Background: an optimization exercise with open tools, aiming at small area, a short achievable clock period and few clock cycles per item. Do not read the settings as production practice.
At most, simulation tests tie the RTL to the original design; equivalence was not proved.
The clock port is modelled as an ideal driver, which makes a skipped or thinned clock tree look cheaper than it is; a real chip needs a root buffer or a tree.
Power figures rest on the tool's default switching activity, not on a simulated workload.

==> flow/design.v <==
module subordinate #(
    localparam DATA_WIDTH = 32,
    localparam ADDRESS_WIDTH = 4
) (
    input  axi_aclk_in,
    input  axi_aresetn_in,
    input  [ADDRESS_WIDTH-1:0] axi_awaddr_in,
    input  [2:0] axi_awprot_in,
    input  axi_awvalid_in,
    input  [DATA_WIDTH-1:0] axi_wdata_in,
    input  [ADDRESS_WIDTH-1:0] axi_wstrb_in,
    input  axi_wvalid_in,
    input  axi_bready_in,
    input  [ADDRESS_WIDTH-1:0] axi_araddr_in,
    input  [2:0] axi_arprot_in,
    input  axi_arvalid_in,
    input  axi_rready_in,
    output axi_awready_out,
    output axi_wready_out,
    output [1:0] axi_bresp_out,
    output axi_bvalid_out,
    output axi_arready_out,
    output [DATA_WIDTH-1:0] axi_rdata_out,
    output [1:0] axi_rresp_out,
    output axi_rvalid_out
);
    reg [4*DATA_WIDTH-1:0] regs;
    wire write = axi_awvalid_in && axi_wvalid_in;
    assign axi_awready_out = axi_wvalid_in;
    assign axi_wready_out  = axi_awvalid_in;
    wire [DATA_WIDTH-1:0] wd = axi_wdata_in & {DATA_WIDTH{axi_aresetn_in}};
    integer n, k;
    always @(posedge axi_aclk_in)
        for (n = 0; n < 4; n = n + 1)
            for (k = 0; k < DATA_WIDTH/8; k = k + 1)
                if (!axi_aresetn_in || (write && axi_awaddr_in[3:2] == n && axi_wstrb_in[k]))
                    regs[n*DATA_WIDTH+k*8+:8] <= wd[k*8+:8];
    reg       bvalid;
    reg [2:0] bq;
    wire      bslot  = !bvalid || axi_bready_in;
    wire [2:0] bq_inc = bq + 3'd1;
    wire [2:0] bq_dec = (bq == 3'd0) ? 3'd0 : bq - 3'd1;
    always @(posedge axi_aclk_in)
        if (!axi_aresetn_in) begin
            bvalid <= 1'b0;
            bq     <= 3'd0;
        end else begin
            if (bslot)
                bvalid <= write || (bq != 3'd0);
            case ({bslot, write})
            2'b00: bq <= bq;
            2'b01: bq <= bq_inc;
            2'b10: bq <= bq_dec;
            2'b11: bq <= bq;
            endcase
        end
    assign axi_bvalid_out = bvalid;
    assign axi_bresp_out  = 2'b00;
    reg                  rvalid;
    reg [DATA_WIDTH-1:0] rdata;
    wire rslot = !rvalid || axi_rready_in;
    assign axi_arready_out = rslot;
    always @(posedge axi_aclk_in)
        if (!axi_aresetn_in)
            rvalid <= 1'b0;
        else if (rslot)
            rvalid <= axi_arvalid_in;
    always @(posedge axi_aclk_in)
        if (rslot)
            rdata <= regs[axi_araddr_in[3:2]*DATA_WIDTH+:DATA_WIDTH];
    assign axi_rvalid_out = rvalid;
    assign axi_rdata_out  = rdata;
    assign axi_rresp_out  = 2'b00;
endmodule
Settings: LEC_CHECK=0, CAP_MARGIN=20, CORE_MARGIN=2, CORE_UTILIZATION=40, SETUP_SLACK_MARGIN=1.1, SLEW_MARGIN=20; clock period 2.5 ns.
standard.sh (not shown) runs the stock make flow with config.mk's settings and CLKGATE_MAP_FILE= SYNTH_SCRIPT=/design/flow/synth_recipe.tcl, a recipe that flattens the netlist after the stock synthesis.
==> flow/flow/run.sh <==
#!/bin/bash
# Standard ORFS layout with two changes: plain buffers (instead of the
# default delay cells) on the ports, and a two-level clock tree built by
# flow/cts.tcl in place of TritonCTS: the clock port drives 2 sky130_fd_sc_hd__clkbuf_16,
# which drive 12 sky130_fd_sc_hd__clkbuf_8 leaf buffers, each driving one cluster of registers.
# ORFS logs stay under orfs/logs; make's output goes to flow_make.log.
set -euo pipefail
export BUFFER_PORTS_ARGS="-buffer_cell sky130_fd_sc_hd__buf_1"
export PRE_CTS_TCL="$(pwd)/flow/cts.tcl"
export MY_CTS_N1=2
export MY_CTS_CELL1=sky130_fd_sc_hd__clkbuf_16
export MY_CTS_N2=12
export MY_CTS_CELL2=sky130_fd_sc_hd__clkbuf_8

bash standard.sh > flow_make.log 2>&1
Other scripts of this flow, unchanged in this note and not shown: flow/flow/cts.tcl
Edit:
==> flow/design.v (replaced) <==
module subordinate #(
    localparam DATA_WIDTH = 32,
    localparam ADDRESS_WIDTH = 4
) (
    input  axi_aclk_in,
    input  axi_aresetn_in,
    input  [ADDRESS_WIDTH-1:0] axi_awaddr_in,
    input  [2:0] axi_awprot_in,
    input  axi_awvalid_in,
    input  [DATA_WIDTH-1:0] axi_wdata_in,
    input  [ADDRESS_WIDTH-1:0] axi_wstrb_in,
    input  axi_wvalid_in,
    input  axi_bready_in,
    input  [ADDRESS_WIDTH-1:0] axi_araddr_in,
    input  [2:0] axi_arprot_in,
    input  axi_arvalid_in,
    input  axi_rready_in,
    output axi_awready_out,
    output axi_wready_out,
    output [1:0] axi_bresp_out,
    output axi_bvalid_out,
    output axi_arready_out,
    output [DATA_WIDTH-1:0] axi_rdata_out,
    output [1:0] axi_rresp_out,
    output axi_rvalid_out
);
    reg [4*DATA_WIDTH-1:0] regs;
    wire write = axi_awvalid_in && axi_wvalid_in && axi_bready_in;
    assign axi_awready_out = axi_wvalid_in && axi_bready_in;
    assign axi_wready_out  = axi_awvalid_in && axi_bready_in;
    wire [DATA_WIDTH-1:0] wd = axi_wdata_in & {DATA_WIDTH{axi_aresetn_in}};
    integer n, k;
    always @(posedge axi_aclk_in)
        for (n = 0; n < 4; n = n + 1)
            for (k = 0; k < DATA_WIDTH/8; k = k + 1)
                if (!axi_aresetn_in || (write && axi_awaddr_in[3:2] == n && axi_wstrb_in[k]))
                    regs[n*DATA_WIDTH+k*8+:8] <= wd[k*8+:8];
    reg bvalid;
    always @(posedge axi_aclk_in)
        if (!axi_aresetn_in)
            bvalid <= 1'b0;
        else if (axi_bready_in)
            bvalid <= write;
    assign axi_bvalid_out = bvalid;
    assign axi_bresp_out  = 2'b00;
    reg                  rvalid;
    reg [DATA_WIDTH-1:0] rdata;
    assign axi_arready_out = axi_rready_in;
    always @(posedge axi_aclk_in)
        if (!axi_aresetn_in)
            rvalid <= 1'b0;
        else if (axi_rready_in)
            rvalid <= axi_arvalid_in;
    always @(posedge axi_aclk_in)
        if (axi_rready_in)
            rdata <= regs[axi_araddr_in[3:2]*DATA_WIDTH+:DATA_WIDTH];
    assign axi_rvalid_out = rvalid;
    assign axi_rdata_out  = rdata;
    assign axi_rresp_out  = 2'b00;
endmodule
=>
- The changed run completed without violations
- synthesized area drops by about 4%
- wire length drops by about 3%
- total power drops by about 3%
- combinational power drops by about 15%
- die area drops by about 3.8%
- worst setup slack improved by 0.050 ns
- via count drops by about 3.2%
- hold slack improved by 0.046 ns
- utilization climbs by 0.32 points
- clock power hardly moves
- sequential cell count drops by 3
- design area drops by 3.7%
Testbench counts after the change, summed over its fixed seeds: cycles 1,288, items 2,560.
Function not checked in the first run of this note: the RTL went through the layout flow alone. No run of this note takes its clock network from TritonCTS; it comes from the design's own scripts or RTL.

## separate check: timing with driven ports
Ports are ideal in the flow. The routed layouts listed here were re-timed in OpenROAD.
Step 1 (the two cells are an assumption about what drives the block):
set clk [get_ports {axi_aclk_in}]
set_driving_cell -lib_cell sky130_fd_sc_hd__clkbuf_16 $clk
set_driving_cell -lib_cell sky130_fd_sc_hd__buf_2 [delete_from_list [all_inputs] $clk]
Step 2 times the ports against the registers' clock, not the clock port: input delays grow and output delays shrink by t, the midpoint of the rising clock arrivals with the driver on.
Slacks: ideal ports / drivers / drivers and shift; pairs: ideal ports / drivers.
run	t, ns	setup WS [ns]	hold WS [ns]
the first run	0.353	1.060 / 1.062 / 0.733	0.403 / 0.371 / 0.507
the second run	0.358	1.110 / 1.055 / 0.804	0.450 / 0.415 / 0.512
After both steps every run listed still meets setup and hold. The setup slack of the first run, which loses most, moves by +0.002 ns with the drivers and by -0.327 ns with both steps.
